This is an optimization exercise on Yosys and OpenROAD, whose aim is small area and a short achievable clock period, not a production implementation.
Function was checked by simulation only, so behaviour that the tests miss may differ from the original.
Power is estimated from default activity; no workload was simulated.

$ cat design/flow/config.mk
export PLATFORM = sky130hd
export DESIGN_NAME = adler32
export DESIGN_NICKNAME = adler32
export VERILOG_FILES = /design/flow/design.v
export SDC_FILE = /design/flow/constraint.sdc
export NUM_CORES = 4
export LEC_CHECK = 0
export ABC_AREA = 1
export CAP_MARGIN = 20
export CORE_MARGIN = 2
export CORE_UTILIZATION = 40
export PLACE_DENSITY = 0.75
export SETUP_SLACK_MARGIN = 3.15
export SLEW_MARGIN = 20
$ cat design/flow/constraint.sdc
create_clock -name core_clock -period 6.5 [get_ports {clk}]
set_input_delay 1.3000 -clock core_clock [delete_from_list [all_inputs] [get_ports {clk}]]
set_output_delay 1.3000 -clock core_clock [all_outputs]
set_load 0.01 [all_outputs]
$ cat design/flow/design.v
module adler32 (
  input         rst_n, clk,
  input         size_valid,
  input  [31:0] size,
  input         data_start,
  input  [ 7:0] data,
  output        checksum_valid,
  output [31:0] checksum
);
  wire busy, in_data, last_data;
  controller ctl( rst_n, clk, size_valid, data_start,
    last_data, checksum_valid, busy, in_data );
  datapath datap( clk, size, busy, data, in_data, last_data, checksum );
endmodule
module controller (
  input      rst_n, clk,
  input      size_valid,
  input      data_start,
  input      last_data,
  output reg checksum_valid,
  output     busy,
  output reg in_data
);
  reg wait_ds;
  wire idle = ~(wait_ds | in_data | checksum_valid);
  wire go   = idle & size_valid;
  assign busy = wait_ds | in_data;
  always @( posedge clk ) begin
    wait_ds        <= rst_n & ( go & ~data_start | wait_ds & ~data_start );
    in_data        <= rst_n & ( ( go | wait_ds ) & data_start | in_data & ~last_data );
    checksum_valid <= rst_n & in_data & last_data;
  end
endmodule
module datapath (
  input         clk,
  input  [31:0] size,
  input         busy,
  input  [ 7:0] data,
  input         in_data,
  output        last_data,
  output [31:0] checksum
);
  reg  [15:0] A, B;
  reg  [31:0] size_cnt;
  assign checksum  = { B, A };
  assign last_data = ( size_cnt == 32'h00000001 );
  always @( posedge clk )
    size_cnt <= busy ? size_cnt - in_data : size;
  wire [15:0] nA;
  modadd8 addA ( A, data, nA );
  wire [7:0] al = A[7:0], bl = B[7:0];
  wire [7:0] x1 = al ^ bl, g1 = al & bl;
  wire [7:0] s1 = x1 ^ data;                      
  wire [8:0] c1 = { g1 | ( x1 & data ), 1'b0 };
  wire [7:0] L0, L1, L2;
  wire [2:0] T0, T1, T2;
  zsum #( 8'd0  ) z0 ( s1, c1, L0, T0 );
  zsum #( 8'd15 ) z1 ( s1, c1, L1, T1 );
  zsum #( 8'd30 ) z2 ( s1, c1, L2, T2 );
  wire [9:0] S0 = A[15:8] + B[15:8];
  wire [9:0] S1 = S0 + 10'd1;
  wire [9:0] S2 = S0 + 10'd2;
  wire [9:0] S3 = S0 + 10'd3;
  wire [3:0] f1 = { S3[9] | S3[8], S2[9] | S2[8], S1[9] | S1[8], S0[9] | S0[8] };
  wire [3:0] f2 = { S3[9], S2[9], S1[9], S0[9] };
  wire ge1 = f1[0] | T1[0] & f1[1] | T1[1] & f1[2] | T1[2] & f1[3];
  wire ge2 = f2[0] | T2[0] & f2[1] | T2[1] & f2[2] | T2[2] & f2[3];
  wire [2:0] T  = ge2 ? T2 : ge1 ? T1 : T0;
  wire [7:0] lo = ge2 ? L2 : ge1 ? L1 : L0;
  wire [7:0] hi = T[2] ? S3[7:0] : T[1] ? S2[7:0] : T[0] ? S1[7:0] : S0[7:0];
  wire [15:0] nB = { hi, lo };
  always @( posedge clk ) begin
    A <= in_data ? nA : 16'd1;
    B <= in_data ? nB : 16'd0;
  end
endmodule
module zsum #( parameter [7:0] K = 8'd0 ) (
  input  [7:0] s,
  input  [8:0] c,
  output [7:0] lo,
  output [2:0] t
);
  wire [7:0] s2 = s ^ c[7:0] ^ K;
  wire [8:0] c2 = { ( s & c[7:0] ) | ( ( s | c[7:0] ) & K ), 1'b0 };
  wire [9:0] r;
  ks #(8) add ( s2, c2[7:0], 1'b0, r );
  wire       c8 = r[8];
  assign lo = r[7:0];
  assign t  = { c[8] & c2[8] & c8,
                c[8] & c2[8] | c[8] & c8 | c2[8] & c8,
                c[8] | c2[8] | c8 };
endmodule
module modadd8 (
  input  [15:0] x,
  input  [ 7:0] d,
  output [15:0] y
);
  wire [9:0] lo, s15;
  ks #(8) add_lo ( x[7:0], d, 1'b0, lo );
  wire [7:0] cs_s = x[7:0] ^ d ^ 8'h0f;
  wire [8:0] cs_c = { ( x[7:0] & d ) | ( ( x[7:0] | d ) & 8'h0f ), 1'b0 };
  ks #(8) add_15 ( cs_s, cs_c[7:0], 1'b0, s15 );
  wire       ge256 = cs_c[8] | s15[8];
  wire       ge512 = cs_c[8] & s15[8];
  wire       hff  = &x[15:8];
  wire       hfe  = ( x[15:8] == 8'hfe );
  wire       wrap = hff & ge256 | hfe & ge512;
  wire [7:0] hi1  = x[15:8] + 1'b1;
  wire [7:0] hi   = lo[8] ? hi1 : x[15:8];
  assign y = wrap ? { 8'h00, s15[7:0] } : { hi, lo[7:0] };
endmodule
module ks #( parameter W = 8 ) (
  input  [W-1:0] a, b,
  input          ci,
  output [9:0]   s
);
  localparam L = ( W > 16 ) ? 5 : ( W > 8 ) ? 4 : ( W > 4 ) ? 3 : ( W > 2 ) ? 2 : 1;
  wire [W-1:0] g [0:L];
  wire [W-1:0] p [0:L];
  assign g[0] = a & b;
  assign p[0] = a ^ b;
  genvar i, j;
  generate
    for( j = 0; j < L; j = j + 1 ) begin : lvl
      for( i = 0; i < W; i = i + 1 ) begin : bt
        if( i >= ( 1 << j ) ) begin : mrg
          assign g[j+1][i] = g[j][i] | p[j][i] & g[j][i-(1<<j)];
          assign p[j+1][i] = p[j][i] & p[j][i-(1<<j)];
        end else begin : pas
          assign g[j+1][i] = g[j][i];
          assign p[j+1][i] = p[j][i];
        end
      end
    end
  endgenerate
  wire [W:0] c = { g[L] | p[L] & { W{ci} }, ci };
  wire [W:0] r = { c[W], p[0] ^ c[W-1:0] };
  assign s = r;
endmodule
$ cat design/flow/flow/run.sh
#!/bin/bash
# The standard ORFS layout with two changes:
#  - Yosys's full/half-adder extraction is off (ADDER_MAP_FILE empty), so
#    ABC maps all of the arithmetic itself;
#  - ports are buffered with buf_1 instead of the default delay buffer.
set -u
export ADDER_MAP_FILE=
export BUFFER_PORTS_ARGS="-buffer_cell sky130_fd_sc_hd__buf_1"
bash standard.sh > standard.log 2>&1
$ cat design/flow/standard.sh
#!/bin/bash
# synth_recipe.tcl (not shown) runs the flow's synth.tcl, then flattens the netlist and writes it again
# the make line also repeats each setting of config.mk as NAME=value (left out here)
make -C /OpenROAD-flow-scripts/flow DESIGN_CONFIG=/design/flow/config.mk WORK_HOME=/design/flow/orfs CLKGATE_MAP_FILE= SYNTH_SCRIPT=/design/flow/synth_recipe.tcl "${@:-finish}"
==> results of run 1 <==
[critical path: stages]
cell and delay (ps):
clkbuf_2 140, inv_2 60, o21ai_2 160, nand3_2 170
nand2_4 120, nor2_1 60, nand2_1 70, nand2_2 90
a21boi_4 200, nand3_4 120, a21oi_4 220, nand3_4 130
buf_12 160, inv_4 90, nand3_1 90, o31ai_2 60
nand2_1 80, a21oi_1 160
[area by class of cell]
class | instances | area share (%)
clock buffer | 12 | 3.50
clock inverter | 4 | 1.05
inverter | 152 | 8.27
multi-input combinational | 751 | 58.2
sequential | 67 | 19.1
tap | 180 | 3.19
timing repair buffer | 95 | 6.76
[registers in the layout (all words and copies together), names as in the netlist]
register / count
ctl.in_data: 1
ctl.wait_ds: 1
datap.size_cnt: 32
ctl.checksum_valid: 1
datap.B: 16
datap.A: 16
[how the worst max path moves through the flow]
stage / start / endpoint / slack, ps
2_1_floorplan: data[1] / datap.A[14]$_SDFFE_PP0P_ / 3280
3_3_place_gp: data[2] / datap.B[12]$_SDFF_PN0_ / 2710
3_5_place_dp: data[2] / datap.A[12]$_SDFFE_PP0P_ / 2630
4_1_cts: ctl.in_data$_DFF_P_ / datap.size_cnt[25]$_DFF_P_ / 3150
5_1_grt: data[1] / datap.A[14]$_SDFFE_PP0P_ / 3060
6_report: data[3] / datap.B[3]$_SDFF_PN0_ / 3260
[placed cells by master (no fill, tap or decap), drive strengths merged, types with 16 or more instances in the layout]
cell / instances
nand3: 81
o21ai: 53
nor3: 16
dfxtp: 67
a31oi: 18
nand4: 16
a21oi: 46
buf: 90
inv: 152
xor2: 29
nand2: 305
clkbuf: 17
nor2: 139
[per-layer routing]
metal  global-route usage, %  share of wire [%]  up-vias
li1                        -                  -     3323
met1                    22.6                 44     2807
met2                    31.7                 47      189
met3                    3.87                6.1       31
met4                    6.94                2.5        0
met5                       0                  0        -
[cells by family after synthesis]
group                  Yosys count  synth area share [%]
flip-flops                      67                  23.1
buffers and inverters          162                  10.9
AND/OR/NAND/NOR                582                  46.1
XOR/XNOR                        37                  6.05
AO/OA/AOI/OAI                  132                  13.8
[per-stage QoR]
step | power (mW) | std cells
6_report | 1.76 | 1261
5_1_grt | 1.89 | 1261
4_1_cts | 1.66 | 1248
3_5_place_dp | 1.12 | 1227
3_3_place_gp | 1.11 | 1227
2_1_floorplan | 0.997 | 980
[where the power goes]
part           internal (mW)  leakage (nW)  switching, mW
combinational          0.262          2.73          0.453
sequential             0.460         0.555         0.0514
clock                  0.346         0.157          0.188
[what timing repair did]
| item | in CTS | in global routing |
|---|---|---|
| setup endpoints to repair | 25 | 34 |
| pin swaps | 5 | 30 |
| gates resized for setup | 6 | 87 |
| cloned | 0 | 0 |
| buffers inserted | 5 | 13 |
==> out/metrics.cfg, run 1 <==
[run_status]
run_status = timing/DRC/antenna clean

[placement]
routabilityCongestion = 0.917
place_area_um2 = 6250
dp_hpwl_um = 10900
port_buffers = 76
pre_cts_ws_ps = 2630

[route]
num_vias = 6350
route.detailed.drc = 0
wl_per_cell_um = 11.7
drt-total-wl_um = 14800
drt_iter0_drc = 326
avgViaCountPerCell = 5.04
drtPass1Iterations = 7
drt.antenna.violating_nets = 0

[global_route]
grtUsageTotal_pct = 18.4
grt_overflow = 0
grt_max_degree = 38
grt_pass1_vias = 5594
antenna_found_initial = 0
grt_first_pass_wirelength_um = 24200

[layout]
fill_cells = 1373
area.growth.synth_to_final_pct = 21.7
final_area_um2 = 7050
n_antenna_cell = 0
multi_input_area_um2 = 4100
register_area_um2 = 1350
drive_gt1_share_pct = 18.2
layout.nets = 1120
final_core_util_pct = 50.4

[setup_path]
start_kind = input port
worstPathArrival_ps = 3490
r2r_start = datap.A[8]$_SDFFE_PP0P_
required_ps = 6750
reg2reg_depth = 15
criticalPathCategory = input port to flip-flop
rrSetupSlack_ps = 3570
reg2reg_to = datap.B[13]$_SDFF_PN0_
end_kind = flip-flop
crit_fanout = 9

[sta]
rsz0062_at_grt = yes
period_share_pct = 49.9
finalClockSkew_ps = 8.33
hold_viol_final = 0
setup_slack_ps = 3260
tightest_slew_ps = 637
hold-worst-slack_ps = 467
final-setup-viol-count = 0
drv_slew = 0
max_freq_mhz = 309
fin_tns_setup_ps = 0
relSlewSlack_pct = 57.5
layout_min_cycle_time_ps = 3240

[clock_network]
root_buffer = clkbuf_16
cts_sinks = 67
hold_buffers = 0
clock_latency_ps = 350
clkTransAtPathRegs_ps = 50
htree_levels = 3
cts_buffers = 9
cts_tree = built
clockBufferDepth = 2

[pwr]
leakagePower_nw = 3.44
p_per_area_nw_per_um2 = 250
ir_drop_mv = 0.169

[synthesis]
synth_seq_cells = 67
avgSynthCellArea_um2 = 5.91
synth_area_um2 = 5790
synth_cell_types = 50
yosysWarningCount = 3
synth_fp_nets = 1024
synth_top_cell_by_area = dfxtp_1
synthCells = 980
synth_common_cells = nand2_1, nor2_1, inv_1, nand3_1, dfxtp_1
synth_edf_count = 0
yosys-top-cells-area = dfxtp_1, nand2_1, nor2_1, inv_1, nand3_1
synth_top_area_share_pct = 23.1
synth.most_common_cell = nand2_1
ys_async_sr_fraction_pct = 0
synth_ff_type = dfxtp_1
synth_seq_area_share_pct = 23.1

[die]
core-area_um2 = 14000
chipWidth_um = 124
ios = 77
rows = 43
die_h_um = 124
start_util_pct = 41.4
die_area_um2 = 15500

[worst_hold_path]
hold_path_class = flip-flop to flip-flop
hp-start = datap.size_cnt[5]$_DFF_P_
min_to = datap.size_cnt[5]$_DFF_P_
hold-path-cell-count = 2

[job]
drv_cap = 0

==> inputs of run 2 (changes only) <==
--- a/design/flow/config.mk
+++ b/design/flow/config.mk
@@ -12,3 +12,3 @@
 export PLACE_DENSITY = 0.75
-export SETUP_SLACK_MARGIN = 3.15
+export SETUP_SLACK_MARGIN = 2.85
 export SLEW_MARGIN = 20
==> run 2 against run 1 <==
Clock power about the same; die area did not move; global-route usage down 0.11 points.
==> out/metrics.cfg, run 2 <==
[run_status]
run_status = timing/DRC/antenna clean  ; unchanged

[clock_network]
clock_latency_ps = 350  ; about the same
cts_buffers = 9  ; unchanged
hold_buffers = 0  ; unchanged
root_buffer = clkbuf_16  ; unchanged
cts_sinks = 67  ; unchanged
htree_levels = 3  ; unchanged
clkTransAtPathRegs_ps = 60  ; was 50 ps
cts_tree = built  ; unchanged
clockBufferDepth = 2  ; unchanged

[placement]
dp_hpwl_um = 10900  ; unchanged
routabilityCongestion = 0.917  ; unchanged
port_buffers = 76  ; unchanged

[synthesis]
synth_fp_nets = 1024  ; unchanged
synth_top_area_share_pct = 23.1  ; unchanged
synth_top_cell_by_area = dfxtp_1  ; unchanged
synth.most_common_cell = nand2_1  ; unchanged
synth_edf_count = 0  ; unchanged
synth_cell_types = 50  ; unchanged
yosysWarningCount = 3  ; unchanged
synth_area_um2 = 5790  ; unchanged
ys_async_sr_fraction_pct = 0  ; unchanged
synth_ff_type = dfxtp_1  ; unchanged
yosys-top-cells-area = dfxtp_1, nand2_1, nor2_1, inv_1, nand3_1  ; unchanged
avgSynthCellArea_um2 = 5.91  ; unchanged
synth_common_cells = nand2_1, nor2_1, inv_1, nand3_1, dfxtp_1  ; unchanged
synth_seq_area_share_pct = 23.1  ; unchanged
synthCells = 980  ; unchanged
synth_seq_cells = 67  ; unchanged

[layout]
top_register = datap.size_cnt  ; unchanged
multi_input_area_um2 = 3850  ; was 4100 µm²
final_core_util_pct = 47.4  ; was 50.4%
final_common_cell = nand2_1  ; unchanged
drive_gt1_share_pct = 11.5  ; was 18.2%
layout_common_cells = nand2_1, nor2_1, inv_1  ; was nand2_1, inv_1, nor2_1
area.growth.synth_to_final_pct = 14.4  ; was 21.7%
register_area_um2 = 1340  ; was 1350 µm²
layout.nets = 1104  ; was 1,120
fill_cells = 1449  ; was 1,373
reg_top3 = datap.size_cnt x32, datap.A x16, datap.B x16  ; unchanged
largest_register_ffs = 32  ; unchanged
n_antenna_cell = 0  ; unchanged

[route]
num_vias = 6205  ; was 6,350
drt-total-wl_um = 14000  ; was 14,800 µm
drt_iter0_drc = 316  ; was 326
drtPass1Iterations = 5  ; was 7
drt.antenna.violating_nets = 0  ; unchanged
wl_per_cell_um = 11.3  ; was 11.7 µm
avgViaCountPerCell = 4.98  ; was 5.04
route.detailed.drc = 0  ; unchanged

[global_route]
grt_pass1_vias = 5558  ; was 5,594
grt_overflow = 0  ; unchanged
grt-busiest-layer = met2  ; unchanged
antenna_found_initial = 0  ; unchanged
grt_first_pass_wirelength_um = 24000  ; was 24,200 µm
grt_max_degree = 38  ; unchanged
use_met1_pct = 22.5  ; was 22.6%
grtUsageTotal_pct = 18.3  ; was 18.4%
use_met2_pct = 31.4  ; was 31.7%
use_met3_pct = 3.87  ; unchanged

[pwr]
p_int_mw = 1.02  ; was 1.07 mW
p_clk_share_pct = 32.3  ; was 30.4%
combinationalPowerShare_pct = 37.0  ; was 40.6%
p_per_area_nw_per_um2 = 251  ; was 250 nW/µm²
swShare_pct = 38.9  ; was 39.3%
leakagePower_nw = 3.25  ; was 3.44 nW
power.share.sequential_pct = 30.7  ; was 29.0%
netSwitchingPower_mw = 0.645  ; was 0.692 mW
ir_drop_mv = 0.168  ; was 0.169 mV

[setup_path]
start_kind = input port  ; unchanged
reg2reg_depth = 18  ; was 15
r2r_start = ctl.in_data$_DFF_P_  ; was datap.A[8]$_SDFFE_PP0P_
required_ps = 6740  ; was 6750 ps
worstPathArrival_ps = 3700  ; was 3490 ps
criticalPathCategory = input port to flip-flop  ; unchanged
reg2reg_to = datap.size_cnt[25]$_DFF_P_  ; was datap.B[13]$_SDFF_PN0_
rrSetupSlack_ps = 3480  ; was 3570 ps
end_kind = flip-flop  ; unchanged
crit_fanout = 8  ; was 9

[sta]
drv_slew = 0  ; unchanged
relSlewSlack_pct = 57.1  ; was 57.5%
final-setup-viol-count = 0  ; unchanged
period_share_pct = 53.3  ; was 49.9%
hold-worst-slack_ps = 467  ; about the same
tightest_slew_ps = 643  ; was 637 ps
fin_tns_setup_ps = 0  ; unchanged
rsz0062_at_grt = yes  ; unchanged
layout_min_cycle_time_ps = 3470  ; was 3240 ps
max_freq_mhz = 288  ; was 309 MHz
hold_viol_final = 0  ; unchanged
finalClockSkew_ps = 8.51  ; was 8.33 ps

[die]
die_h_um = 124  ; unchanged
rows = 43  ; unchanged
die_area_um2 = 15500  ; unchanged
ios = 77  ; unchanged
start_util_pct = 41.4  ; unchanged
chipWidth_um = 124  ; unchanged
core-area_um2 = 14000  ; unchanged

[worst_hold_path]
min_to = datap.size_cnt[5]$_DFF_P_  ; unchanged
hp-start = datap.size_cnt[5]$_DFF_P_  ; unchanged
hold-path-cell-count = 2  ; unchanged
hold_path_class = flip-flop to flip-flop  ; unchanged

[job]
drv_cap = 0  ; unchanged

[run 2: area by class of cell]
type | count | share of cell area (%)
Multi-Input combinational cell | 751 | 58.2
Sequential cell | 67 | 20.3
Inverter | 152 | 8.69
Timing Repair Buffer | 79 | 4.66
Clock buffer | 12 | 3.72
Tap cell | 180 | 3.40
Clock inverter | 4 | 1.11
[run 2: cells by family (layout without fill, tap and decap cells)]
kind of cell | count (synthesis) | in the layout | share of synthesized area (%)
and+or+nand+nor | 582 | 582 | 46.1
buffers and inverters | 162 | 247 | 10.9
AOI/OAI and AO/OA | 132 | 132 | 13.8
DFF | 67 | 67 | 23.1
xor gates and xnor gates | 37 | 37 | 6.05
[run 2: worst max-delay path by stage]
stage / from / to / slack (ps) / cells past startpoint
2_1_floorplan: data[1] / datap.A[14]$_SDFFE_PP0P_ / 3280 / 17
3_3_place_gp: data[2] / datap.B[12]$_SDFF_PN0_ / 2710 / 20
3_5_place_dp: data[2] / datap.A[12]$_SDFFE_PP0P_ / 2630 / 20
4_1_cts: data[2] / datap.A[12]$_SDFFE_PP0P_ / 2980 / 20
5_1_grt: data[4] / datap.B[9]$_SDFF_PN0_ / 2820 / 19
6_report: data[4] / datap.B[8]$_SDFF_PN0_ / 3030 / 18
[run 2: power by group through the flow]
stage | clock, mW | sequential [mW] | combinational (mW)
5_1_grt | 0.565 | 0.519 | 0.702
2_1_floorplan | 0 | 0.511 | 0.486
3_3_place_gp | 0 | 0.517 | 0.597
4_1_cts | 0.547 | 0.510 | 0.605
6_report | 0.536 | 0.511 | 0.614
3_5_place_dp | 0 | 0.518 | 0.602
[run 2: repair_timing]
item | in CTS | in global routing
resized for setup | 0 | 10
endpoints found under the setup margin | 0 | 27
buffers inserted | 0 | 2
[run 2: metrics by stage]
stage                     cells  power (mW)  worst slack, ps  cell area [µm²]
final                      1245        1.66             3030             6630
after CTS                  1243        1.66             2980             6580
after global routing       1245        1.79             2820             6630
after detailed placement   1227        1.12             2630             6250
after floorplan             980       0.997             3280             5790
after global placement     1227        1.11             2710             6250
[run 2: critical path, stage by stage]
cell	delay, ps
buf_1	210
nand3_2	140
nand2_1	80
nand3_1	130
nand2_1	170
nand3_1	110
nand2_2	120
o21ai_1	70
nand2_1	60
nand2_1	50
a21oi_2	170
nor2_1	90
nand2_1	130
nand2_4	110
o21ai_1	400
inv_2	120
a21oi_1	160
nor2_1	60
[run 2: layer usage]
| metal | wire [µm] | up-vias |
|---|---|---|
| li1 | - | 3291 |
| met1 | 6470 | 2733 |
| met2 | 6510 | 156 |
| met3 | 746 | 25 |
| met4 | 313 | 0 |
| met5 | 0 | - |
==> inputs of run 3 (changes only) <==
--- a/design/flow/config.mk
+++ b/design/flow/config.mk
@@ -12,3 +12,3 @@
 export PLACE_DENSITY = 0.75
-export SETUP_SLACK_MARGIN = 2.85
+export SETUP_SLACK_MARGIN = 3.0
 export SLEW_MARGIN = 20
==> run 3 against run 2 <==
Largest cell class unchanged; cell count grew 0.32%; via count grew 0.45%; register-to-register slack is essentially flat; first-iteration DRC count shrank 1.3%; global-route usage is essentially flat; die area is the same; count of clock-buffer cells in the layout is the same; routed wire length grew 0.53%; core utilization grew 0.87 points; still clean.
==> out/metrics.cfg, run 3 <==
[synthesis]
synth_common_cells = nand2_1, nor2_1, inv_1, nand3_1, dfxtp_1  ; unchanged
avgSynthCellArea_um2 = 5.91  ; unchanged
synth_fp_nets = 1024  ; unchanged
synth_cell_types = 50  ; unchanged
synth_seq_area_share_pct = 23.1  ; unchanged
synthCells = 980  ; unchanged
yosys-top-cells-area = dfxtp_1, nand2_1, nor2_1, inv_1, nand3_1  ; unchanged
yosysWarningCount = 3  ; unchanged
synth_top_cell_by_area = dfxtp_1  ; unchanged
synth_ff_type = dfxtp_1  ; unchanged
synth_top_area_share_pct = 23.1  ; unchanged
synth_area_um2 = 5790  ; unchanged
synth_seq_cells = 67  ; unchanged
synth_edf_count = 0  ; unchanged
ys_async_sr_fraction_pct = 0  ; unchanged
synth.most_common_cell = nand2_1  ; unchanged

[route]
num_vias = 6233  ; was 6,205
drt_iter0_drc = 312  ; was 316
drt-total-wl_um = 14100  ; was 14,000 µm
avgViaCountPerCell = 4.99  ; was 4.98
route.detailed.drc = 0  ; unchanged
drtPass1Iterations = 5  ; unchanged
wl_per_cell_um = 11.3  ; about the same
drt.antenna.violating_nets = 0  ; unchanged

[pwr]
leakagePower_nw = 3.31  ; was 3.25 nW
p_clk_share_pct = 31.6  ; was 32.3%
netSwitchingPower_mw = 0.657  ; was 0.645 mW
p_per_area_nw_per_um2 = 251  ; about the same
ir_drop_mv = 0.169  ; was 0.168 mV
swShare_pct = 38.8  ; was 38.9%
power.share.sequential_pct = 30.2  ; was 30.7%
combinationalPowerShare_pct = 38.2  ; was 37.0%
p_int_mw = 1.03  ; was 1.02 mW
power_mw = 1.69  ; was 1.66 mW

[setup_path]
start_kind = input port  ; unchanged
criticalPathCategory = input port to flip-flop  ; unchanged
reg2reg_to = datap.size_cnt[25]$_DFF_P_  ; unchanged
worstPathArrival_ps = 3580  ; was 3700 ps
crit_fanout = 9  ; was 8
reg2reg_depth = 18  ; unchanged
required_ps = 6750  ; was 6740 ps
r2r_start = ctl.in_data$_DFF_P_  ; unchanged
end_kind = flip-flop  ; unchanged
rrSetupSlack_ps = 3490  ; was 3480 ps

[clock_network]
clock_latency_ps = 340  ; was 350 ps
clockBufferDepth = 2  ; unchanged
cts_sinks = 67  ; unchanged
cts_tree = built  ; unchanged
clkTransAtPathRegs_ps = 50  ; was 60 ps
cts_buffers = 9  ; unchanged
htree_levels = 3  ; unchanged
root_buffer = clkbuf_16  ; unchanged
hold_buffers = 0  ; unchanged

[sta]
finalClockSkew_ps = 8.14  ; was 8.51 ps
max_freq_mhz = 300  ; was 288 MHz
setup_slack_ps = 3170  ; was 3030 ps
final-setup-viol-count = 0  ; unchanged
relSlewSlack_pct = 56.5  ; was 57.1%
tightest_slew_ps = 652  ; was 643 ps
layout_min_cycle_time_ps = 3330  ; was 3470 ps
hold-worst-slack_ps = 468  ; was 467 ps
hold_viol_final = 0  ; unchanged
rsz0062_at_grt = yes  ; unchanged
fin_tns_setup_ps = 0  ; unchanged
period_share_pct = 51.2  ; was 53.3%
drv_slew = 0  ; unchanged

[placement]
routabilityCongestion = 0.917  ; unchanged
port_buffers = 76  ; unchanged
place_area_um2 = 6250  ; unchanged
placed_cells = 1227  ; unchanged
dp_hpwl_um = 10900  ; unchanged
pre_cts_ws_ps = 2630  ; unchanged

[job]
drv_cap = 0  ; unchanged

[layout]
layout_common_cells = nand2_1, inv_1, nor2_1  ; was nand2_1, nor2_1, inv_1
top_register = datap.size_cnt  ; unchanged
area.growth.synth_to_final_pct = 16.5  ; was 14.4%
drive_gt1_share_pct = 13.8  ; was 11.5%
final_common_cell = nand2_1  ; unchanged
final_core_util_pct = 48.2  ; was 47.4%
reg_top3 = datap.size_cnt x32, datap.A x16, datap.B x16  ; unchanged
layout.nets = 1108  ; was 1,104
n_antenna_cell = 0  ; unchanged
final_area_um2 = 6750  ; was 6630 µm²
largest_register_ffs = 32  ; unchanged
layout.cells.non_filler = 1249  ; was 1,245

[worst_hold_path]
min_to = datap.size_cnt[5]$_DFF_P_  ; unchanged
hold_path_class = flip-flop to flip-flop  ; unchanged
hp-start = datap.size_cnt[5]$_DFF_P_  ; unchanged
hold-path-cell-count = 2  ; unchanged

[die]
die_area_um2 = 15500  ; unchanged
rows = 43  ; unchanged
start_util_pct = 41.4  ; unchanged
ios = 77  ; unchanged
core-area_um2 = 14000  ; unchanged
chipWidth_um = 124  ; unchanged
die_h_um = 124  ; unchanged

[run_status]
run_status = timing/DRC/antenna clean  ; unchanged

[global_route]
grt_max_degree = 38  ; unchanged
grtUsageTotal_pct = 18.3  ; about the same
grt_first_pass_wirelength_um = 24100  ; was 24,000 µm
antenna_found_initial = 0  ; unchanged
grt_pass1_vias = 5569  ; was 5,558
grt_overflow = 0  ; unchanged

-- run 3: cell counts after synthesis --
Identical to the previous run, type by type.
-- run 3: how the worst max path moves through the flow --
stage,start,to,cells after the start
after CTS,data[5],datap.B[8]$_SDFF_PN0_,20
final,data[2],datap.B[3]$_SDFF_PN0_,18
after floorplan,data[1],datap.A[14]$_SDFFE_PP0P_,17
after global placement,data[2],datap.B[12]$_SDFF_PN0_,20
after detailed placement,data[2],datap.A[12]$_SDFFE_PP0P_,20
after global routing,data[2],datap.B[6]$_SDFF_PN0_,20
-- run 3: area by class of cell --
type / count / area (µm²)
Clock buffer: 12 / 246
Clock inverter: 4 / 73.8
Fill cell: 1429 / 7240
Inverter: 152 / 578
Multi-Input combinational cell: 751 / 3920
Sequential cell: 67 / 1340
Tap cell: 180 / 225
Timing Repair Buffer: 83 / 359
-- run 3: timing repair --
item,4_1_cts,5_1_grt
pin swaps,1,7
setup endpoints to repair,1,31
gates resized for setup,0,35
gates cloned,0,0
buffers inserted,1,5
-- run 3: power by group through the flow --
stage / logic, mW / clock network [mW] / registers (mW)
global route: 0.735 / 0.565 / 0.519
global placement: 0.597 / 0 / 0.517
finish: 0.647 / 0.535 / 0.510
floorplan: 0.486 / 0 / 0.511
detailed placement: 0.602 / 0 / 0.518
CTS: 0.605 / 0.547 / 0.510
-- run 3: critical path, cell delays in order --
cell      delay (ps)
clkbuf_2         140
a21boi_2         210
nand3_1          110
nand2_2          130
nor2_4            70
buf_12           120
a21oi_4          150
nand2_2          100
nand2_2          110
nand3_4          100
a21oi_4          220
nand3_4          110
buf_4            190
inv_4            100
nand3_1           90
o31ai_2           60
nand2_1           80
a21oi_1          160
-- run 3: cell families (layout without fill, tap and decap cells) --
| group | Yosys count | in the layout | synth area share [%] |
|---|---|---|---|
| AO/OA/AOI/OAI | 132 | 132 | 13.8 |
| XOR/XNOR | 37 | 37 | 6.05 |
| buffers and inverters | 162 | 251 | 10.9 |
| flip-flops | 67 | 67 | 23.1 |
| AND/OR/NAND/NOR | 582 | 582 | 46.1 |
-- run 3: layer usage --
metal	track usage [%]	routed length [µm]	vias up
met1	22.5	6450	2746
met3	3.87	770	22
met4	6.94	278	0
met5	0	0	-
li1	-	-	3300
met2	31.4	6610	165
==> inputs of run 4 (changes only) <==
--- a/design/flow/design.v
+++ b/design/flow/design.v
@@ -67,5 +67,7 @@
   wire ge2 = f2[0] | T2[0] & f2[1] | T2[1] & f2[2] | T2[2] & f2[3];
-  wire [2:0] T  = ge2 ? T2 : ge1 ? T1 : T0;
+  wire [7:0] H0 = T0[2] ? S3[7:0] : T0[1] ? S2[7:0] : T0[0] ? S1[7:0] : S0[7:0];
+  wire [7:0] H1 = T1[2] ? S3[7:0] : T1[1] ? S2[7:0] : T1[0] ? S1[7:0] : S0[7:0];
+  wire [7:0] H2 = T2[2] ? S3[7:0] : T2[1] ? S2[7:0] : T2[0] ? S1[7:0] : S0[7:0];
   wire [7:0] lo = ge2 ? L2 : ge1 ? L1 : L0;
-  wire [7:0] hi = T[2] ? S3[7:0] : T[1] ? S2[7:0] : T[0] ? S1[7:0] : S0[7:0];
+  wire [7:0] hi = ge2 ? H2 : ge1 ? H1 : H0;
   wire [15:0] nB = { hi, lo };
==> run 4 against run 3 <==
Sequential power fell by 2%; combinational power fell by 18%; area after synthesis rose by 2.6%; fmax rose by 1.9%; count of clock-buffer cells in the layout fell by 2; non-clock buffer count rose by 1; via count rose by 3.0%; synthesized cell count rose by 5.5%; critical path type unchanged; global-route usage rose by 1.9 points.
==> out/metrics.cfg, run 4 <==
[synthesis]
synth_edf_count = 0  ; unchanged
synth_ff_type = dfxtp_1  ; unchanged
synth_seq_cells = 67  ; unchanged
ys_async_sr_fraction_pct = 0  ; unchanged
yosys-top-cells-area = dfxtp_1, nand2_1, nor2_1, nand3_1, inv_1  ; was dfxtp_1, nand2_1, nor2_1, inv_1, nand3_1
synthCells = 1034  ; was 980
synth_common_cells = nand2_1, nor2_1, inv_1, nand3_1, dfxtp_1  ; unchanged
synth_cell_types = 46  ; was 50
synth_fp_nets = 1078  ; was 1,024
synth_top_area_share_pct = 22.6  ; was 23.1%
avgSynthCellArea_um2 = 5.75  ; was 5.91 µm²
yosysWarningCount = 3  ; unchanged
synth_area_um2 = 5940  ; was 5790 µm²
synth_top_cell_by_area = dfxtp_1  ; unchanged
synth_seq_area_share_pct = 22.6  ; was 23.1%
synth.most_common_cell = nand2_1  ; unchanged

[setup_path]
criticalPathCategory = input port to flip-flop  ; unchanged
required_ps = 6720  ; was 6750 ps
end_kind = flip-flop  ; unchanged
slowest_delay_ps = 310  ; was 220 ps
crit_family = simple AND/OR/NAND/NOR gates  ; unchanged
worstSetupPathDepth = 18  ; unchanged
cpMaxStageDelayCell = nor2_4  ; was a21oi_4
critPathMostFrequentCell = nand3_1  ; was nand2_2
worstPathArrival_ps = 3480  ; was 3580 ps
reg2reg_to = datap.size_cnt[29]$_DFF_P_  ; was datap.size_cnt[25]$_DFF_P_
crit_fanout = 10  ; was 9
reg2reg_depth = 14  ; was 18
cp_cell_sequence = buf_1 -> inv_1 -> o21ai_1 -> nand3_1 -> inv_1 -> nand3_1 -> nand2_1 -> inv_1 -> nand2_1 -> nor2_1 -> nand2_2 -> nand3_1 -> nand3_1 -> nand2_2 -> nor2_4 -> a21oi_1 -> nand2_1 -> a21oi_1  ; was clkbuf_2 -> a21boi_2 -> nand3_1 -> nand2_2 -> nor2_4 -> buf_12 -> a21oi_4 -> nand2_2 -> nand2_2 -> nand3_4 -> a21oi_4 -> nand3_4 -> buf_4 -> inv_4 -> nand3_1 -> o31ai_2 -> nand2_1 -> a21oi_1
start_kind = input port  ; unchanged
r2r_start = ctl.in_data$_DFF_P_  ; unchanged
crit_buf_inv = 4  ; unchanged
rrSetupSlack_ps = 3460  ; was 3490 ps

[run_status]
run_status = timing/DRC/antenna clean  ; unchanged

[die]
rows = 44  ; was 43
chipWidth_um = 126  ; was 124 µm
start_util_pct = 40.9  ; was 41.4%
ios = 77  ; unchanged
die_h_um = 126  ; was 124 µm
die_area_um2 = 15900  ; was 15,500 µm²
core-area_um2 = 14500  ; was 14,000 µm²

[pwr]
p_per_area_nw_per_um2 = 233  ; was 251 nW/µm²
ir_drop_mv = 0.167  ; was 0.169 mV
p_clk_share_pct = 35.3  ; was 31.6%
power.share.sequential_pct = 31.3  ; was 30.2%
netSwitchingPower_mw = 0.605  ; was 0.657 mW
leakagePower_nw = 3.40  ; was 3.31 nW
combinationalPowerShare_pct = 33.4  ; was 38.2%
swShare_pct = 37.9  ; was 38.8%
p_int_mw = 0.990  ; was 1.03 mW

[global_route]
grt_max_degree = 36  ; was 38
grt_pass1_vias = 6007  ; was 5,569
antenna_found_initial = 0  ; unchanged
grtUsageTotal_pct = 20.3  ; was 18.3%
grt_first_pass_wirelength_um = 26800  ; was 24,100 µm
grt_overflow = 0  ; unchanged

[layout]
final_core_util_pct = 47.1  ; was 48.2%
final_common_cell = nand2_1  ; unchanged
largest_register_ffs = 32  ; unchanged
layout_common_cells = nand2_1, nor2_1, inv_1  ; was nand2_1, inv_1, nor2_1
top_register = datap.size_cnt  ; unchanged
reg_top3 = datap.size_cnt x32, datap.A x16, datap.B x16  ; unchanged
layout.nets = 1158  ; was 1,108
area.growth.synth_to_final_pct = 15.2  ; was 16.5%
n_antenna_cell = 0  ; unchanged
drive_gt1_share_pct = 11.7  ; was 13.8%

[clock_network]
htree_levels = 3  ; unchanged
cts_sinks = 67  ; unchanged
clkTransAtPathRegs_ps = 60  ; was 50 ps
hold_buffers = 0  ; unchanged
clockBufferDepth = 2  ; unchanged
clock_latency_ps = 350  ; was 340 ps
cts_tree = built  ; unchanged
root_buffer = clkbuf_16  ; unchanged
cts_buffers = 9  ; unchanged

[placement]
dp_hpwl_um = 11900  ; was 10,900 µm
port_buffers = 76  ; unchanged
routabilityCongestion = 0.891  ; was 0.917

[route]
drt.antenna.violating_nets = 0  ; unchanged
drt-total-wl_um = 15700  ; was 14,100 µm
drt_iter0_drc = 321  ; was 312
wl_per_cell_um = 12.1  ; was 11.3 µm
avgViaCountPerCell = 4.93  ; was 4.99
num_vias = 6422  ; was 6,233
route.detailed.drc = 0  ; unchanged
drtPass1Iterations = 5  ; unchanged

[sta]
period_share_pct = 50.2  ; was 51.2%
drv_slew = 0  ; unchanged
relSlewSlack_pct = 39.9  ; was 56.5%
max_freq_mhz = 306  ; was 300 MHz
finalClockSkew_ps = 4.12  ; was 8.14 ps
rsz0062_at_grt = no  ; was yes
layout_min_cycle_time_ps = 3270  ; was 3330 ps
hold_viol_final = 0  ; unchanged
tightest_slew_ps = 901  ; was 652 ps
fin_tns_setup_ps = 0  ; unchanged
final-setup-viol-count = 0  ; unchanged

[worst_hold_path]
hp-start = datap.size_cnt[3]$_DFF_P_  ; was datap.size_cnt[5]$_DFF_P_
min_to = datap.size_cnt[3]$_DFF_P_  ; was datap.size_cnt[5]$_DFF_P_
hold-path-cell-count = 2  ; unchanged
hold_path_class = flip-flop to flip-flop  ; unchanged

[job]
drv_cap = 0  ; unchanged

## run 4: changes by cell type after synthesis, moves of 5 or more
cell      change
xnor2_1       +6
inv_1         -8
nand3_1      +28
nand2_1      +58
xor2_1        +5
a31oi_1       -6
nand4_1       -8
o211ai_1      +7
nor2_1       +11
nor3_1        -8
## run 4: power by group through the flow
stage	Combinational [mW]	Sequential [mW]	Clock, mW
after floorplan	0.417	0.499	0
after global routing	0.617	0.505	0.586
final	0.533	0.499	0.563
after CTS	0.521	0.498	0.570
after global placement	0.507	0.505	0
after detailed placement	0.514	0.506	0
## run 4: layout make-up
class                   count  area, µm²
well taps                 184        230
clock inverters             6       95.1
clock buffers              10        239
flip-flops and latches     67       1340
fillers                  1532       7690
multi-input cells         814       4060
inverters                 138        528
repair buffers             84        349
## run 4: through the flow
step	cell area [µm²]	instances	power [mW]	hold slack [ps]	setup slack [ps]
after floorplan	5940	1034	0.915	447	3440
after global placement	6360	1278	1.01	463	2430
after detailed placement	6360	1278	1.02	469	2360
after CTS	6720	1295	1.59	477	3020
after global routing	6850	1303	1.71	503	2970
final	6850	1303	1.60	469	3230
## run 4: worst max path at each step
| stage | startpoint | endpoint | slack (ps) |
|---|---|---|---|
| after floorplan | data[4] | datap.B[14]$_SDFF_PN0_ | 3440 |
| after global placement | data[0] | datap.B[1]$_SDFF_PN0_ | 2430 |
| after detailed placement | data[2] | datap.B[1]$_SDFF_PN0_ | 2360 |
| after CTS | data[0] | datap.B[1]$_SDFF_PN0_ | 3020 |
| after global routing | data[5] | datap.B[4]$_SDFF_PN0_ | 2970 |
| final | data[4] | datap.B[8]$_SDFF_PN0_ | 3230 |
## run 4: cells by family (layout without fill, tap and decap cells)
group / after synthesis / count (layout) / share of synthesized area [%]
xor+xnor: 49 / 49 / 7.79
simple gates: 652 / 653 / 48.2
flops: 67 / 67 / 22.6
buf+inv: 154 / 238 / 10.4
compound gates: 112 / 112 / 11.1
## run 4: worst min-delay path, stage by stage (launching register included)
cell	delay (ps)
dfxtp_1	310
nand2_1	60
a31oi_1	60
## run 4: per-layer routing
layer  global-route usage, %  wire length (µm)  up-vias
met5                       0                 0        -
met4                    9.11               476        0
met3                    2.93               696       33
met2                    33.6              7290      146
met1                    26.1              7250     2800
li1                        -                 -     3443
## run 4: what timing repair did
item,CTS,global route
pin swaps,1,3
endpoints found under the setup margin,24,34
resized for setup,3,25
buffers inserted,0,8
gates cloned,1,0
==> inputs of run 5 (changes only) <==
--- a/design/flow/config.mk
+++ b/design/flow/config.mk
@@ -12,3 +12,3 @@
 export PLACE_DENSITY = 0.75
-export SETUP_SLACK_MARGIN = 3.0
+export SETUP_SLACK_MARGIN = 3.35
 export SLEW_MARGIN = 20
==> run 5 against run 4 <==
Still clean on timing, DRC and antenna; power grew 8.3%; non-clock buffer count rose by 20; synthesized cell count unchanged; die area stayed put; fmax rose by 5.2%; cell count up 1.7%; critical endpoint is now datap.B[4]$_SDFF_PN0_; largest cell class unchanged.
==> out/metrics.cfg, run 5 <==
[job]
drv_cap = 0  ; unchanged

[setup_path]
reg2reg_to = datap.size_cnt[29]$_DFF_P_  ; unchanged
crit_fanout = 6  ; was 10
cp_cell_sequence = clkbuf_2 -> inv_1 -> o21ai_2 -> nand3_2 -> nand3_4 -> nand2_1 -> nand2_2 -> inv_1 -> a21oi_4 -> nand3_2 -> nand3_2 -> nand2_2 -> nor2_4 -> buf_6 -> nand3_1 -> o211ai_2 -> nand2_1 -> inv_1  ; was buf_1 -> inv_1 -> o21ai_1 -> nand3_1 -> inv_1 -> nand3_1 -> nand2_1 -> inv_1 -> nand2_1 -> nor2_1 -> nand2_2 -> nand3_1 -> nand3_1 -> nand2_2 -> nor2_4 -> a21oi_1 -> nand2_1 -> a21oi_1
required_ps = 6800  ; was 6720 ps
end_kind = flip-flop  ; unchanged
worstPathArrival_ps = 3400  ; was 3480 ps
slowest_delay_ps = 220  ; was 310 ps
cpMaxStageDelayCell = nor2_4  ; unchanged
rrSetupSlack_ps = 3640  ; was 3460 ps
start_kind = input port  ; unchanged
r2r_start = ctl.in_data$_DFF_P_  ; unchanged
reg2reg_depth = 14  ; unchanged
criticalPathCategory = input port to flip-flop  ; unchanged

[worst_hold_path]
hold-path-cell-count = 2  ; unchanged
hold_path_class = flip-flop to flip-flop  ; unchanged
hp-start = datap.size_cnt[3]$_DFF_P_  ; unchanged
min_to = datap.size_cnt[3]$_DFF_P_  ; unchanged

[clock_network]
htree_levels = 3  ; unchanged
hold_buffers = 0  ; unchanged
clkTransAtPathRegs_ps = 60  ; about the same
clock_latency_ps = 350  ; about the same
root_buffer = clkbuf_16  ; unchanged
cts_buffers = 9  ; unchanged
cts_sinks = 67  ; unchanged
clockBufferDepth = 2  ; unchanged
cts_tree = built  ; unchanged

[synthesis]
synthAdderAreaFrac_pct = 0  ; unchanged
synth_top_cell_by_area = dfxtp_1  ; unchanged
synth_seq_area_share_pct = 22.6  ; unchanged
synth_edf_count = 0  ; unchanged
synthMuxAreaShare_pct = 0  ; unchanged
ys_async_sr_fraction_pct = 0  ; unchanged
synth_top_family_by_area = simple AND/OR/NAND/NOR gates  ; unchanged
synth_fp_nets = 1078  ; unchanged
yosysWarningCount = 3  ; unchanged
synthCells = 1034  ; unchanged
yosys-top-cells-area = dfxtp_1, nand2_1, nor2_1, nand3_1, inv_1  ; unchanged
synth_ff_type = dfxtp_1  ; unchanged
synth_top_area_share_pct = 22.6  ; unchanged
synth.most_common_cell = nand2_1  ; unchanged
synthXorXnorAreaFrac_pct = 7.79  ; unchanged
synth-simple-area-share_pct = 48.2  ; unchanged
synth_common_cells = nand2_1, nor2_1, inv_1, nand3_1, dfxtp_1  ; unchanged
avgSynthCellArea_um2 = 5.75  ; unchanged
synth_compound_gate_area_share_pct = 11.1  ; unchanged
synth_seq_cells = 67  ; unchanged
synth_cell_types = 46  ; unchanged
synth_area_um2 = 5940  ; unchanged

[global_route]
grtUsageTotal_pct = 20.4  ; was 20.3%
grt_pass1_vias = 6047  ; was 6,007
grt_first_pass_wirelength_um = 27000  ; was 26,800 µm
antenna_found_initial = 0  ; unchanged
grt_max_degree = 36  ; unchanged
grt_overflow = 0  ; unchanged

[sta]
setup_slack_ps = 3400  ; was 3230 ps
max_freq_mhz = 322  ; was 306 MHz
tightest_slew_ps = 1020  ; was 901 ps
drv_slew = 0  ; unchanged
layout_min_cycle_time_ps = 3100  ; was 3270 ps
final-setup-viol-count = 0  ; unchanged
fin_tns_setup_ps = 0  ; unchanged
rsz0062_at_grt = yes  ; was no
period_share_pct = 47.8  ; was 50.2%
hold-worst-slack_ps = 469  ; about the same
relSlewSlack_pct = 31.7  ; was 39.9%
finalClockSkew_ps = 4.48  ; was 4.12 ps
hold_viol_final = 0  ; unchanged

[route]
drt_iter0_drc = 401  ; was 321
avgViaCountPerCell = 5.11  ; was 4.93
route.detailed.drc = 0  ; unchanged
wl_per_cell_um = 13.1  ; was 12.1 µm
drt.antenna.violating_nets = 0  ; unchanged
drt-total-wl_um = 17300  ; was 15,700 µm
drtPass1Iterations = 5  ; unchanged
num_vias = 6771  ; was 6,422

[pwr]
netSwitchingPower_mw = 0.681  ; was 0.605 mW
p_per_area_nw_per_um2 = 230  ; was 233 nW/µm²
swShare_pct = 39.4  ; was 37.9%
p_clk_share_pct = 32.6  ; was 35.3%
ir_drop_mv = 0.168  ; was 0.167 mV
combinationalPowerShare_pct = 38.5  ; was 33.4%
power.share.sequential_pct = 28.9  ; was 31.3%
leakagePower_nw = 3.65  ; was 3.40 nW
p_int_mw = 1.05  ; was 0.990 mW

[die]
core-area_um2 = 14500  ; unchanged
ios = 77  ; unchanged
die_area_um2 = 15900  ; unchanged
start_util_pct = 40.9  ; unchanged
die_h_um = 126  ; unchanged
chipWidth_um = 126  ; unchanged
rows = 44  ; unchanged

[layout]
layout.cells.non_filler = 1325  ; was 1,303
n_antenna_cell = 0  ; unchanged
largest_register_ffs = 32  ; unchanged
top_register = datap.size_cnt  ; unchanged
layout.nets = 1180  ; was 1,158
final_common_cell = nand2_1  ; unchanged
drive_gt1_share_pct = 21.6  ; was 11.7%
reg_top3 = datap.size_cnt x32, datap.A x16, datap.B x16  ; unchanged
area.growth.synth_to_final_pct = 26.4  ; was 15.2%
layout_common_cells = nand2_1, nor2_1, inv_1  ; unchanged

[placement]
port_buffers = 76  ; unchanged
pre_cts_ws_ps = 2360  ; unchanged
routabilityCongestion = 0.891  ; unchanged
dp_hpwl_um = 11900  ; unchanged
placed_cells = 1278  ; unchanged

[run_status]
run_status = timing/DRC/antenna clean  ; unchanged

==> run 5: cell counts after synthesis <==
No cell type changed its count.
==> run 5: how the worst max path moves through the flow <==
| stage | start | to |
|---|---|---|
| 6_report | data[5] | datap.B[4]$_SDFF_PN0_ |
| 5_1_grt | data[5] | datap.B[4]$_SDFF_PN0_ |
| 4_1_cts | data[0] | datap.B[4]$_SDFF_PN0_ |
| 3_5_place_dp | data[2] | datap.B[1]$_SDFF_PN0_ |
| 3_3_place_gp | data[0] | datap.B[1]$_SDFF_PN0_ |
| 2_1_floorplan | data[4] | datap.B[14]$_SDFF_PN0_ |
==> run 5: cell families after synthesis <==
kind of cell,count (synthesis)
XOR/XNOR,49
buffers and inverters,154
AO/OA/AOI/OAI,112
AND/OR/NAND/NOR,652
flip-flops,67
==> run 5: final cells by class <==
type | instances | area [µm²]
timing repair buffer | 104 | 536
tap | 184 | 230
clock buffer | 10 | 239
fill | 1412 | 7020
sequential | 67 | 1350
timing repair inverter | 1 | 6.26
multi-input combinational | 815 | 4520
clock inverter | 6 | 95.1
inverter | 138 | 538
==> run 5: layer usage <==
metal	routed length, µm	global-route usage, %	up-vias
met5	0	0	-
met4	545	9.24	0
met3	979	2.97	45
met2	8350	34.0	218
met1	7440	26.2	3014
li1	-	-	3494
==> run 5: stage by stage <==
stage / cell area (µm²) / utilization, % / power, mW
6_report: 7510 / 51.7 / 1.73
5_1_grt: 7510 / 51.7 / 1.83
4_1_cts: 6850 / 47.1 / 1.60
3_5_place_dp: 6360 / 43.8 / 1.02
3_3_place_gp: 6360 / 43.8 / 1.01
2_1_floorplan: 5940 / - / 0.915
==> run 5: critical path, delay by kind of cell <==
kind | cells | cell delay (ps)
and+or+nand+nor | 10 | 1210
buffers and inverters | 5 | 500
AOI/OAI and AO/OA | 3 | 410
==> run 5: power by group through the flow <==
stage                     Combinational (mW)  Sequential (mW)  Clock [mW]
after floorplan                        0.417            0.499           0
after global placement                 0.507            0.505           0
after detailed placement               0.514            0.506           0
after CTS                              0.532            0.498       0.570
after global routing                   0.742            0.506       0.586
final                                  0.665            0.500       0.563
==> run 5: what timing repair did <==
item                                    4_1_cts  5_1_grt
gates cloned                                  1        2
setup buffers                                 9       19
pin swaps                                     5       41
resized for setup                            25      148
endpoints found under the setup margin       36       34
==> inputs of run 6 (changes only) <==
--- a/design/flow/config.mk
+++ b/design/flow/config.mk
@@ -11,4 +11,4 @@
 export CORE_UTILIZATION = 40
-export PLACE_DENSITY = 0.75
-export SETUP_SLACK_MARGIN = 3.35
+export PLACE_DENSITY = 0.7
+export SETUP_SLACK_MARGIN = 3.25
 export SLEW_MARGIN = 20
==> run 6 against run 5 <==
Synthesized cell count unchanged; combinational power shrank 11%; via count shrank 3.5%; flip-flop and latch count stayed put; sequential power about the same; critical path type unchanged.
==> out/metrics.cfg, run 6 <==
[synthesis]
synth_fp_nets = 1078  ; unchanged
synth-simple-area-share_pct = 48.2  ; unchanged
synth_edf_count = 0  ; unchanged
synth_cell_types = 46  ; unchanged
synthXorXnorAreaFrac_pct = 7.79  ; unchanged
yosysWarningCount = 3  ; unchanged
synth_top_cell_by_area = dfxtp_1  ; unchanged
yosys-top-cells-area = dfxtp_1, nand2_1, nor2_1, nand3_1, inv_1  ; unchanged
synthMuxAreaShare_pct = 0  ; unchanged
synth_seq_area_share_pct = 22.6  ; unchanged
synth_ff_type = dfxtp_1  ; unchanged
synth_top_family_by_area = simple AND/OR/NAND/NOR gates  ; unchanged
synth_top_area_share_pct = 22.6  ; unchanged
synthAdderAreaFrac_pct = 0  ; unchanged
synth_seq_cells = 67  ; unchanged
ys_async_sr_fraction_pct = 0  ; unchanged
synth.most_common_cell = nand2_1  ; unchanged
avgSynthCellArea_um2 = 5.75  ; unchanged
synth_area_um2 = 5940  ; unchanged
synth_compound_gate_area_share_pct = 11.1  ; unchanged
synthCells = 1034  ; unchanged
synth_common_cells = nand2_1, nor2_1, inv_1, nand3_1, dfxtp_1  ; unchanged

[pwr]
p_int_mw = 0.969  ; was 1.05 mW
combinationalPowerShare_pct = 37.3  ; was 38.5%
p_clk_share_pct = 31.3  ; was 32.6%
netSwitchingPower_mw = 0.620  ; was 0.681 mW
leakagePower_nw = 3.47  ; was 3.65 nW
swShare_pct = 39.0  ; was 39.4%
ir_drop_mv = 0.126  ; was 0.168 mV
p_per_area_nw_per_um2 = 224  ; was 230 nW/µm²
power_mw = 1.59  ; was 1.73 mW
power.share.sequential_pct = 31.4  ; was 28.9%

[setup_path]
worstSetupPathDepth = 19  ; was 18
reg2reg_depth = 14  ; unchanged
critPathMostFrequentCell = nand2_1
required_ps = 6730  ; was 6800 ps
crit_buf_inv = 3  ; was 5
worstPathArrival_ps = 3340  ; was 3400 ps
start_kind = input port  ; unchanged
crit_fanout = 6  ; unchanged
criticalPathCategory = input port to flip-flop  ; unchanged
end_kind = flip-flop  ; unchanged
crit_family = simple AND/OR/NAND/NOR gates  ; unchanged
slowest_delay_ps = 150  ; was 220 ps
cp_cell_sequence = clkbuf_2 -> nand3_1 -> nand2_1 -> nand2_1 -> inv_1 -> nand3_1 -> nand2_2 -> nand2_1 -> nor2_2 -> nand2_2 -> nand2_1 -> nand4_1 -> nand2_2 -> nor2_4 -> buf_4 -> o21ai_1 -> nand2_1 -> nor2_1 -> nor2_1  ; was clkbuf_2 -> inv_1 -> o21ai_2 -> nand3_2 -> nand3_4 -> nand2_1 -> nand2_2 -> inv_1 -> a21oi_4 -> nand3_2 -> nand3_2 -> nand2_2 -> nor2_4 -> buf_6 -> nand3_1 -> o211ai_2 -> nand2_1 -> inv_1
cpMaxStageDelayCell = nand2_2  ; was nor2_4

[layout]
largest_register_ffs = 32  ; unchanged
top_register = datap.size_cnt  ; unchanged
reg_top3 = datap.size_cnt x32, datap.A x16, datap.B x16  ; unchanged
final_area_um2 = 7080  ; was 7510 µm²
drive_gt1_share_pct = 16.7  ; was 21.6%
layout.nets = 1163  ; was 1,180
layout.cells.non_filler = 1307  ; was 1,325
n_antenna_cell = 0  ; unchanged
final_common_cell = nand2_1  ; unchanged
area.growth.synth_to_final_pct = 19.1  ; was 26.4%
layout_common_cells = nand2_1, nor2_1, inv_1  ; unchanged

[global_route]
grt_overflow = 0  ; unchanged
antenna_found_initial = 0  ; unchanged
grt_max_degree = 36  ; unchanged
grt_first_pass_wirelength_um = 26300  ; was 27,000 µm
grt_pass1_vias = 5863  ; was 6,047
grtUsageTotal_pct = 20.0  ; was 20.4%

[sta]
setup_slack_ps = 3390  ; was 3400 ps
hold_viol_final = 0  ; unchanged
layout_min_cycle_time_ps = 3110  ; was 3100 ps
period_share_pct = 47.9  ; was 47.8%
rsz0062_at_grt = no  ; was yes
tightest_slew_ps = 881  ; was 1020 ps
drv_slew = 0  ; unchanged
relSlewSlack_pct = 41.2  ; was 31.7%
finalClockSkew_ps = 7.52  ; was 4.48 ps
final-setup-viol-count = 0  ; unchanged
fin_tns_setup_ps = 0  ; unchanged
max_freq_mhz = 321  ; was 322 MHz

[clock_network]
clockBufferDepth = 2  ; unchanged
clkTransAtPathRegs_ps = 60  ; about the same
cts_tree = built  ; unchanged
htree_levels = 3  ; unchanged
root_buffer = clkbuf_16  ; unchanged
cts_sinks = 67  ; unchanged
cts_buffers = 9  ; unchanged
clock_latency_ps = 350  ; about the same

[die]
start_util_pct = 40.9  ; unchanged
die_area_um2 = 15900  ; unchanged
core-area_um2 = 14500  ; unchanged
die_h_um = 126  ; unchanged
chipWidth_um = 126  ; unchanged
rows = 44  ; unchanged
ios = 77  ; unchanged

[placement]
place_area_um2 = 6370  ; was 6360 µm²
routabilityCongestion = 0.932  ; was 0.891
dp_hpwl_um = 12000  ; was 11,900 µm
placed_cells = 1279  ; was 1,278
port_buffers = 76  ; unchanged
pre_cts_ws_ps = 2330  ; was 2360 ps

[route]
route.detailed.drc = 0  ; unchanged
drt-total-wl_um = 16300  ; was 17,300 µm
num_vias = 6532  ; was 6,771
drtPass1Iterations = 7  ; was 5
drt.antenna.violating_nets = 0  ; unchanged
drt_iter0_drc = 351  ; was 401
avgViaCountPerCell = 5.00  ; was 5.11
wl_per_cell_um = 12.5  ; was 13.1 µm

[worst_hold_path]
hold_path_class = flip-flop to flip-flop  ; unchanged
hold-path-cell-count = 2  ; unchanged

[run_status]
run_status = timing/DRC/antenna clean  ; unchanged

[job]
drv_cap = 0  ; unchanged

[run 6: changes by cell type in the layout (fill, tap and decap cells not counted), moves of 4 or more]
cell,delta
nand2_1,+24
nand2_2,-16
buf_4,-13
nand2_4,-8
nand3_1,+8
nand3_2,-6
nor2_4,-6
nor2_1,+4
[run 6: cell families after synthesis]
kind of cell,after synthesis
xor+xnor,49
buf+inv,154
compound gates,112
simple gates,652
flops,67
[run 6: metrics by stage]
| stage | hold slack [ps] | util [%] |
|---|---|---|
| 2_1_floorplan | 447 | - |
| 3_3_place_gp | 461 | 43.8 |
| 3_5_place_dp | 480 | 43.8 |
| 4_1_cts | 489 | 46.7 |
| 5_1_grt | 509 | 48.7 |
| 6_report | 480 | 48.7 |
[run 6: what timing repair did]
| item | 4_1_cts | 5_1_grt |
|---|---|---|
| endpoints found under the setup margin | 31 | 33 |
| hold buffers | 0 | 0 |
| cloned | 1 | 0 |
| pin swaps | 6 | 17 |
| gates resized for setup | 18 | 78 |
| setup buffers | 8 | 4 |
[run 6: worst reg2reg max path: cells and delay by family, from the launching register on]
family | cells | cell delay (ps)
flops | 1 | 510
simple gates | 8 | 1520
xor+xnor | 1 | 160
compound gates | 1 | 70
buf+inv | 4 | 460
[run 6: layout make-up]
type	instances	area, µm²
clock buffer	10	239
clock inverter	5	53.8
fill	1565	7460
inverter	138	528
multi-input combinational	814	4290
sequential	67	1350
tap	184	230
timing repair buffer	89	397
[run 6: power groups by stage]
stage	Sequential [mW]	Combinational (mW)	Clock, mW
after floorplan	0.499	0.417	0
after global placement	0.506	0.509	0
after detailed placement	0.506	0.513	0
after CTS	0.498	0.531	0.504
after global routing	0.504	0.668	0.523
final	0.498	0.592	0.498
[run 6: metal layers]
metal	track usage (%)	vias up	wire length (µm)
met5	0	-	0
met4	9.83	0	543
met3	2.76	43	773
met2	33.2	165	7630
met1	25.5	2887	7370
li1	-	3437	-
[run 6: final timing paths]
kind / slack (ps) / endpoint / from
setup / recovery: 3390 / datap.B[11]$_SDFF_PN0_ / data[3]
hold / removal: 480 / datap.size_cnt[5]$_DFF_P_ / datap.size_cnt[5]$_DFF_P_
setup reg to reg: 3670 / datap.size_cnt[29]$_DFF_P_ / ctl.in_data$_DFF_P_
hold reg to reg: 480 / datap.size_cnt[5]$_DFF_P_ / datap.size_cnt[5]$_DFF_P_
==> inputs of run 7 (changes only) <==
--- a/design/flow/config.mk
+++ b/design/flow/config.mk
@@ -11,4 +11,4 @@
 export CORE_UTILIZATION = 40
-export PLACE_DENSITY = 0.7
-export SETUP_SLACK_MARGIN = 3.25
+export PLACE_DENSITY = 0.8
+export SETUP_SLACK_MARGIN = 3.2
 export SLEW_MARGIN = 20
==> run 7 against run 6 <==
Still clean on timing, DRC and antenna; first-iteration DRC count fell by 12%; power down 1.6%; non-clock buffer count decreased by 2; largest power group unchanged; highest routed layer unchanged.
==> out/metrics.cfg, run 7 <==
[placement]
place_area_um2 = 6370  ; unchanged
routabilityCongestion = 0.867  ; was 0.932
port_buffers = 76  ; unchanged
dp_hpwl_um = 11900  ; was 12,000 µm

[setup_path]
criticalPathCategory = input port to flip-flop  ; unchanged
cp_cell_sequence = buf_2 -> nor2_2 -> inv_1 -> nand2_1 -> o21ai_1 -> nand2_1 -> nand2_1 -> nand4_1 -> nand2_1 -> nand2_1 -> nor2_4 -> nand2_1 -> nor2_2 -> xor2_1 -> inv_1 -> nor2_1  ; was clkbuf_2 -> nand3_1 -> nand2_1 -> nand2_1 -> inv_1 -> nand3_1 -> nand2_2 -> nand2_1 -> nor2_2 -> nand2_2 -> nand2_1 -> nand4_1 -> nand2_2 -> nor2_4 -> buf_4 -> o21ai_1 -> nand2_1 -> nor2_1 -> nor2_1
slowest_delay_ps = 220  ; was 150 ps
rrSetupSlack_ps = 3570  ; was 3670 ps
worstSetupStartpoint = data[1]  ; was data[3]
crit_fanout = 5  ; was 6
cpMaxStageDelayCell = nand4_1  ; was nand2_2
critPathMostFrequentCell = nand2_1  ; unchanged
reg2reg_to = datap.size_cnt[29]$_DFF_P_  ; unchanged
end_kind = flip-flop  ; unchanged
worstPathArrival_ps = 3470  ; was 3340 ps
r2r_start = ctl.in_data$_DFF_P_  ; unchanged
required_ps = 6790  ; was 6730 ps
start_kind = input port  ; unchanged
cp-endpoint = datap.A[14]$_SDFFE_PP0P_  ; was datap.B[11]$_SDFF_PN0_
reg2reg_depth = 14  ; unchanged

[synthesis]
synth_common_cells = nand2_1, nor2_1, inv_1, nand3_1, dfxtp_1  ; unchanged
synth_cell_types = 46  ; unchanged
synth_area_um2 = 5940  ; unchanged
yosysWarningCount = 3  ; unchanged
synth_ff_type = dfxtp_1  ; unchanged
ys_async_sr_fraction_pct = 0  ; unchanged
synth_top_cell_by_area = dfxtp_1  ; unchanged
synth_top_area_share_pct = 22.6  ; unchanged
synth.most_common_cell = nand2_1  ; unchanged
synthCells = 1034  ; unchanged
synth_seq_area_share_pct = 22.6  ; unchanged
yosys-top-cells-area = dfxtp_1, nand2_1, nor2_1, nand3_1, inv_1  ; unchanged
synth_fp_nets = 1078  ; unchanged
avgSynthCellArea_um2 = 5.75  ; unchanged
synth_edf_count = 0  ; unchanged
synth_seq_cells = 67  ; unchanged

[sta]
fin_tns_setup_ps = 0  ; unchanged
finalClockSkew_ps = 12.1  ; was 7.52 ps
drv_slew = 0  ; unchanged
relSlewSlack_pct = 44.9  ; was 41.2%
tightest_slew_ps = 825  ; was 881 ps
final-setup-viol-count = 0  ; unchanged
max_freq_mhz = 314  ; was 321 MHz
hold_viol_final = 0  ; unchanged
layout_min_cycle_time_ps = 3180  ; was 3110 ps
period_share_pct = 49.0  ; was 47.9%
rsz0062_at_grt = yes  ; was no

[global_route]
grt_overflow = 0  ; unchanged
grt_first_pass_wirelength_um = 25900  ; was 26,300 µm
grtUsageTotal_pct = 19.6  ; was 20.0%
grt_pass1_vias = 5969  ; was 5,863
grt_max_degree = 36  ; unchanged
antenna_found_initial = 0  ; unchanged

[layout]
top_register = datap.size_cnt  ; unchanged
largest_register_ffs = 32  ; unchanged
fill_cells = 1517  ; was 1,565
n_antenna_cell = 0  ; unchanged
area.growth.synth_to_final_pct = 17.5  ; was 19.1%
reg_top3 = datap.size_cnt x32, datap.A x16, datap.B x16  ; unchanged
layout.nets = 1161  ; was 1,163
final_common_cell = nand2_1  ; unchanged
final_area_um2 = 6990  ; was 7080 µm²
drive_gt1_share_pct = 14.1  ; was 16.7%
layout_common_cells = nand2_1, nor2_1, inv_1  ; unchanged

[clock_network]
cts_buffers = 9  ; unchanged
htree_levels = 3  ; unchanged
clockBufferDepth = 2  ; unchanged
hold_buffers = 0  ; unchanged
cts_sinks = 67  ; unchanged
clkTransAtPathRegs_ps = 50  ; was 60 ps
root_buffer = clkbuf_16  ; unchanged
cts_tree = built  ; unchanged
clock_latency_ps = 350  ; about the same

[die]
rows = 44  ; unchanged
die_h_um = 126  ; unchanged
core-area_um2 = 14500  ; unchanged
die_area_um2 = 15900  ; unchanged
start_util_pct = 40.9  ; unchanged
ios = 77  ; unchanged
chipWidth_um = 126  ; unchanged

[pwr]
p_per_area_nw_per_um2 = 224  ; about the same
leakagePower_nw = 3.45  ; was 3.47 nW
ir_drop_mv = 0.185  ; was 0.126 mV

[worst_hold_path]
hold_path_class = flip-flop to flip-flop  ; unchanged

[route]
drt-total-wl_um = 16000  ; was 16,300 µm
avgViaCountPerCell = 5.08  ; was 5.00
drt.antenna.violating_nets = 0  ; unchanged
wl_per_cell_um = 12.3  ; was 12.5 µm
drtPass1Iterations = 5  ; was 7
route.detailed.drc = 0  ; unchanged
num_vias = 6620  ; was 6,532
drt_iter0_drc = 310  ; was 351

[run_status]
run_status = timing/DRC/antenna clean  ; unchanged

[job]
drv_cap = 0  ; unchanged

[run 7: changes by cell type in the layout (fill, tap and decap cells not counted), sizes merged]
| cell | change |
|---|---|
| buf | -1 |
| clkinv | -2 |
[run 7: worst min-delay path by stage]
stage	cells after the start	end	start
3_5_place_dp	2	datap.size_cnt[5]$_DFF_P_	datap.size_cnt[5]$_DFF_P_
4_1_cts	2	datap.size_cnt[5]$_DFF_P_	datap.size_cnt[5]$_DFF_P_
3_3_place_gp	2	datap.size_cnt[5]$_DFF_P_	datap.size_cnt[5]$_DFF_P_
5_1_grt	2	datap.size_cnt[0]$_DFF_P_	datap.size_cnt[0]$_DFF_P_
2_1_floorplan	2	datap.size_cnt[5]$_DFF_P_	datap.size_cnt[5]$_DFF_P_
6_report	2	datap.size_cnt[5]$_DFF_P_	datap.size_cnt[5]$_DFF_P_
[run 7: per-layer routing]
| metal | wire length, µm | part of all wire [%] | track usage [%] |
|---|---|---|---|
| met1 | 6920 | 43 | 23.8 |
| met2 | 7830 | 49 | 34.1 |
| met3 | 713 | 4.5 | 3.31 |
| met4 | 557 | 3.5 | 8.73 |
| met5 | 0 | 0 | 0 |
[run 7: critical path: cells and delay by family]
kind	cells	cell delay (ps)
AOI/OAI and AO/OA	1	210
xor gates and xnor gates	1	160
buffers and inverters	3	350
and+or+nand+nor	11	1450
[run 7: logic make-up (layout without fill, tap and decap cells)]
family                 Yosys count  in the layout  synth area share (%)
AO/OA/AOI/OAI                  112            112                  11.1
flip-flops                      67             67                  22.6
XOR/XNOR                        49             49                  7.79
buffers and inverters          154            239                  10.4
AND/OR/NAND/NOR                652            653                  48.2
[run 7: metrics by stage]
step	setup slack (ps)	utilization, %	std cells	power (mW)	hold WS, ps
after floorplan	3440	-	1034	0.915	447
after global placement	2450	43.8	1279	1.01	460
after detailed placement	2360	43.8	1279	1.02	466
after CTS	3210	46.3	1297	1.51	475
after global routing	3120	48.1	1304	1.66	521
final	3320	48.1	1304	1.56	474
[run 7: power by group]
group / internal, mW / switching (mW) / leakage (nW)
sequential: 0.453 / 0.0450 / 0.555
combinational: 0.203 / 0.371 / 2.75
clock: 0.302 / 0.188 / 0.141
total: 0.958 / 0.604 / 3.45
[run 7: cell type report]
| cell class | instances | area, µm² | area share (%) |
|---|---|---|---|
| clock buffer | 11 | 243 | 3.47 |
| clock inverter | 3 | 40.0 | 0.573 |
| inverter | 138 | 533 | 7.63 |
| multi-input combinational | 814 | 4190 | 60.0 |
| sequential | 67 | 1340 | 19.2 |
| tap | 184 | 230 | 3.30 |
| timing repair buffer | 87 | 405 | 5.80 |
[run 7: repair_timing]
| action | 4_1_cts | 5_1_grt |
|---|---|---|
| resized for setup | 12 | 54 |
| setup buffers | 3 | 7 |
| hold endpoints to repair | 0 | 0 |
| pin swaps | 2 | 11 |
| endpoints found under the setup margin | 24 | 37 |
| gates cloned | 1 | 0 |

-- static timing again, ports no longer ideal --
The results above use ideal ports. As a check the final layouts listed here were re-extracted and re-timed, cells and wires unchanged.
Step 1, drivers: a clkbuf_16 drives clk and a buf_2 each remaining input, both assumed.
Step 2 moves the port delays by t, midway between the first and last clock arrival at a register: inputs arrive t later, outputs are due t later. That takes back most of the time a late clock gives input paths.
a / b / c = ideal ports / drivers / drivers and shift; a / b = the first two.
| run | shift t [ns] | setup WS [ns] | slew at the worst register clock pin (ns) | worst slew at a driven data input, ns | pins driven straight from the clock port |
|---|---|---|---|---|---|
| run 1 | 0.383 | 3.259 / 3.275 / 2.892 | 0.06 / 0.06 | 0.06 | 1 |
| run 2 | 0.383 | 3.033 / 3.050 / 2.668 | 0.06 / 0.06 | 0.06 | 1 |
| run 3 | 0.381 | 3.172 / 3.191 / 2.810 | 0.06 / 0.06 | 0.06 | 1 |
| run 4 | 0.386 | 3.235 / 3.246 / 2.860 | 0.06 / 0.06 | 0.04 | 1 |
| run 5 | 0.386 | 3.396 / 3.412 / 3.026 | 0.06 / 0.06 | 0.04 | 1 |
| run 6 | 0.383 | 3.387 / 3.403 / 3.020 | 0.06 / 0.06 | 0.04 | 1 |
| run 7 | 0.387 | 3.317 / 3.329 / 2.942 | 0.06 / 0.06 | 0.04 | 1 |
After both steps every run listed still meets setup and hold.
